What follows belongs to an exercise in optimizing a design on an open flow for small area; a production flow would make more cautious choices. The RTL was checked by simulation tests, not by an equivalence proof against the original design. The flow treats the clock pin as an ideal source, which a real chip does not have. No activity file was given, so power comes from the tool's default toggle rates.

## main
module main #(
    parameter MAIN_DIV = 8,      
    parameter SCAN_DIV = 4       
)(
    input wire clk,
    input wire rst,    
    input wire btnC,   
    input wire btnL,   
    input wire btnR,   
    input wire [7:0] num1,   
    input wire [7:0] num2,   
    output wire [6:0] seg,            
    output wire [3:0] an,              
    output wire multiplicationFinished    
);
    wire mtick, stick, load, mdiv3;
    step_ctrl ctrl(.clk(clk), .rst(rst), .btnC(btnC), .mtick(mtick), .stick(stick), .load(load), .mdiv3(mdiv3));
    wire [7:0] mag1, mag2;
    abs8 abs1(.x(num1), .y(mag1));
    abs8 abs2(.x(num2), .y(mag2));
    reg [7:0] mcand;         
    reg [16:0] mplier;       
    reg [16:0] prod;         
    reg sign;
    assign multiplicationFinished = (mcand == 8'd0);
    reg cvt;                 
    wire cvt_step = cvt & ~mdiv3;
    wire [16:0] mplier_dbl;
  ...
For scale: roughly 480 cells after synthesis, ~3500 um2 of cells after synthesis.
clock: 20.0 ns
lec_check: 0
abc_area: 1
cap_margin: 20
core_margin: 2
core_utilization: 40
place_density: 0.6
slew_margin: 20
standard.sh (not shown) runs the stock make flow with config.mk's settings and CLKGATE_MAP_FILE= SYNTH_SCRIPT=/design/flow/synth_recipe.tcl, a recipe that flattens the netlist after the stock synthesis.
==> flow/flow/run.sh <==
#!/bin/bash
# Own layout flow: the standard synthesis; then the combinational logic
# between the registers re-mapped by ABC for area with a few scripts, keeping
# the smallest netlist (registers, their names and cell types untouched);
# then the standard layout with small port buffers and no CTS dummy loads.
set -euo pipefail
WORK=$(pwd)
FLOW=$WORK/flow
R=$WORK/orfs/results/${FLOW_PLATFORM}/main/base
LIB=$FLOW_HOME/platforms/${FLOW_PLATFORM}/lib/sky130_fd_sc_hd__tt_025C_1v80.lib

# 1. standard synthesis
bash standard.sh synth > $WORK/flow_synth.log 2>&1

# 2. re-map the logic
cp $R/1_2_yosys.v $WORK/std_netlist.v
python3 $FLOW/genmodels.py $LIB > $WORK/cell_models.v 2> $WORK/flow_genmodels.log
DU=$(sed -n '/DONT_USE_CELLS +=/,/^#/p' $FLOW_HOME/platforms/${FLOW_PLATFORM}/config.mk \
     | grep -o "sky130_fd_sc_hd__[a-z0-9_]*" | sed 's/^/-dont_use /' | tr '\n' ' ')
regs() { grep -oE "sky130_fd_sc_hd__[a-z0-9]*df[a-z0-9_]* +[^ (]+" "$1" | sort; }
best=""; best_area=""
for S in $FLOW/resynth_*.abc; do
  n=$(basename $S .abc)
  timeout 600 yosys -l $WORK/flow_$n.log -p "
read_verilog $WORK/cell_models.v
read_verilog $WORK/std_netlist.v
hierarchy -top $FLOW_TOP
flatten
opt -purge
techmap
opt -fast -purge
abc -liberty $LIB $DU -script $S
opt_clean -purge
hilomap -singleton -hicell sky130_fd_sc_hd__conb_1 HI -locell sky130_fd_sc_hd__conb_1 LO
insbuf -buf sky130_fd_sc_hd__buf_1 A X
splitnets
opt_clean -purge
tee -o $WORK/$n.stat stat -liberty $LIB
write_verilog -noattr -nohex -nodec $WORK/$n.v
" > /dev/null 2>&1 || continue
  area=$(grep "Chip area" $WORK/$n.stat | grep -oE "[0-9.]+$" || true)
  [[ -n "$area" ]] || continue
  # keep the registers: same instance names and cell types as the standard synthesis
  [[ "$(regs $WORK/std_netlist.v)" == "$(regs $WORK/$n.v)" ]] || { echo "$n: register mismatch" >> $WORK/flow_pick.log; continue; }
  echo "$n: $area" >> $WORK/flow_pick.log
  if [[ -z "$best" ]] || awk "BEGIN{exit !($area < $best_area)}"; then best=$n; best_area=$area; fi
done
echo "picked: ${best:-standard}" >> $WORK/flow_pick.log
if [[ -n "$best" ]]; then
  cp $WORK/$best.v $R/1_2_yosys.v
  touch $R/1_2_yosys.v
fi

# 3. layout
bash standard.sh \
  "BUFFER_PORTS_ARGS=-buffer_cell sky130_fd_sc_hd__buf_1" \
  "CTS_ARGS=-repair_clock_nets -dont_use_dummy_load -buf_list {sky130_fd_sc_hd__clkbuf_4}" \
  finish > $WORK/flow_layout.log 2>&1
Other scripts of this flow, unchanged in this note and not shown: flow/flow/genmodels.py, flow/flow/resynth_a1.abc, flow/flow/resynth_a4.abc, flow/flow/resynth_a5.abc, flow/flow/resynth_a7.abc, flow/flow/resynth_b1.abc
Next try:
--- a/flow/flow/run.sh
+++ b/flow/flow/run.sh
@@ -52,7 +52,13 @@
 fi
 
-# 3. layout
-bash standard.sh \
-  "BUFFER_PORTS_ARGS=-buffer_cell sky130_fd_sc_hd__buf_1" \
-  "CTS_ARGS=-repair_clock_nets -dont_use_dummy_load -buf_list {sky130_fd_sc_hd__clkbuf_4}" \
-  finish > $WORK/flow_layout.log 2>&1
+# 3. layout up to clock tree synthesis
+CTS_ARGS="-sink_clustering_enable -repair_clock_nets -dont_use_dummy_load -buf_list {sky130_fd_sc_hd__clkbuf_4}"
+bash standard.sh "BUFFER_PORTS_ARGS=-buffer_cell sky130_fd_sc_hd__buf_1" "CTS_ARGS=$CTS_ARGS" cts > $WORK/flow_layout_cts.log 2>&1
+
+# 4. upsize the clock buffers with the largest fanout
+CTS_ODB=$R/4_cts.odb CTS_SMALL_BUF=sky130_fd_sc_hd__clkbuf_4 CTS_BIG_BUF=sky130_fd_sc_hd__clkbuf_8 CTS_MAX_FANOUT=10 \
+  openroad -no_init -exit $FLOW/cts_fix.tcl > $WORK/flow_cts_fix.log 2>&1
+touch $R/4_cts.odb
+
+# 5. rest of the layout
+bash standard.sh "BUFFER_PORTS_ARGS=-buffer_cell sky130_fd_sc_hd__buf_1" "CTS_ARGS=$CTS_ARGS" finish > $WORK/flow_layout.log 2>&1
==> flow/flow/cts_fix.tcl (new file) <==
# Upsize clock buffers that drive many flip-flops, so that every clock pin's
# slew stays well inside the limit; then re-legalise the placement.
read_db $::env(CTS_ODB)
set db [ord::get_db]
set block [ord::get_db_block]
set big [$db findMaster $::env(CTS_BIG_BUF)]
set n 0
foreach inst [$block getInsts] {
  if {[[$inst getMaster] getName] ne $::env(CTS_SMALL_BUF)} { continue }
  set it [$inst findITerm X]
  if {$it eq "NULL"} { continue }
  set net [$it getNet]
  if {$net eq "NULL"} { continue }
  set fo [expr {[llength [$net getITerms]] - 1}]
  if {$fo > $::env(CTS_MAX_FANOUT)} {
    puts "upsizing [$inst getName] (fanout $fo)"
    $inst swapMaster $big
    incr n
  }
}
puts "upsized $n clock buffers"
if {$n > 0} {
  detailed_placement
  check_placement
}
write_db $::env(CTS_ODB)
Result:
- The changed run produced a clean layout
- maximum frequency grows by 0.78%
- design area stays flat
- worst hold slack gets worse by 0.0083 ns
- die area does not change
- total power grows by 0.85%
- sequential share of layout area barely changes
- routed wire length hardly moves

separate check: timing with driven ports:
The flow's constraints put no driver on any port. The routed layouts listed below were extracted and timed again, unchanged, in two steps. Step 1 assumes that a clkbuf_16 drives the clock port and a buf_2 every other input. Step 2 moves the port delays by t, midway between the first and last clock arrival at a register: inputs arrive t later, outputs are due t later. That takes back most of the time a late clock gives input paths. Slacks: no drivers / after step 1 / after step 2; pairs: no drivers / after step 1.
| run | t (ns) | setup WS [ns] | hold WS [ns] | clock arrival spread, ns | cell pins on the clock port's net |
|---|---|---|---|---|---|
| the first run | 0.442 | 11.271 / 11.271 / 11.271 | 0.444 / 0.444 / 0.444 | 0.037 / 0.037 | 1 |
| the second run | 0.428 | 11.339 / 11.339 / 11.339 | 0.436 / 0.436 / 0.436 | 0.020 / 0.020 | 1 |
After both steps setup and hold are still met in every run listed.
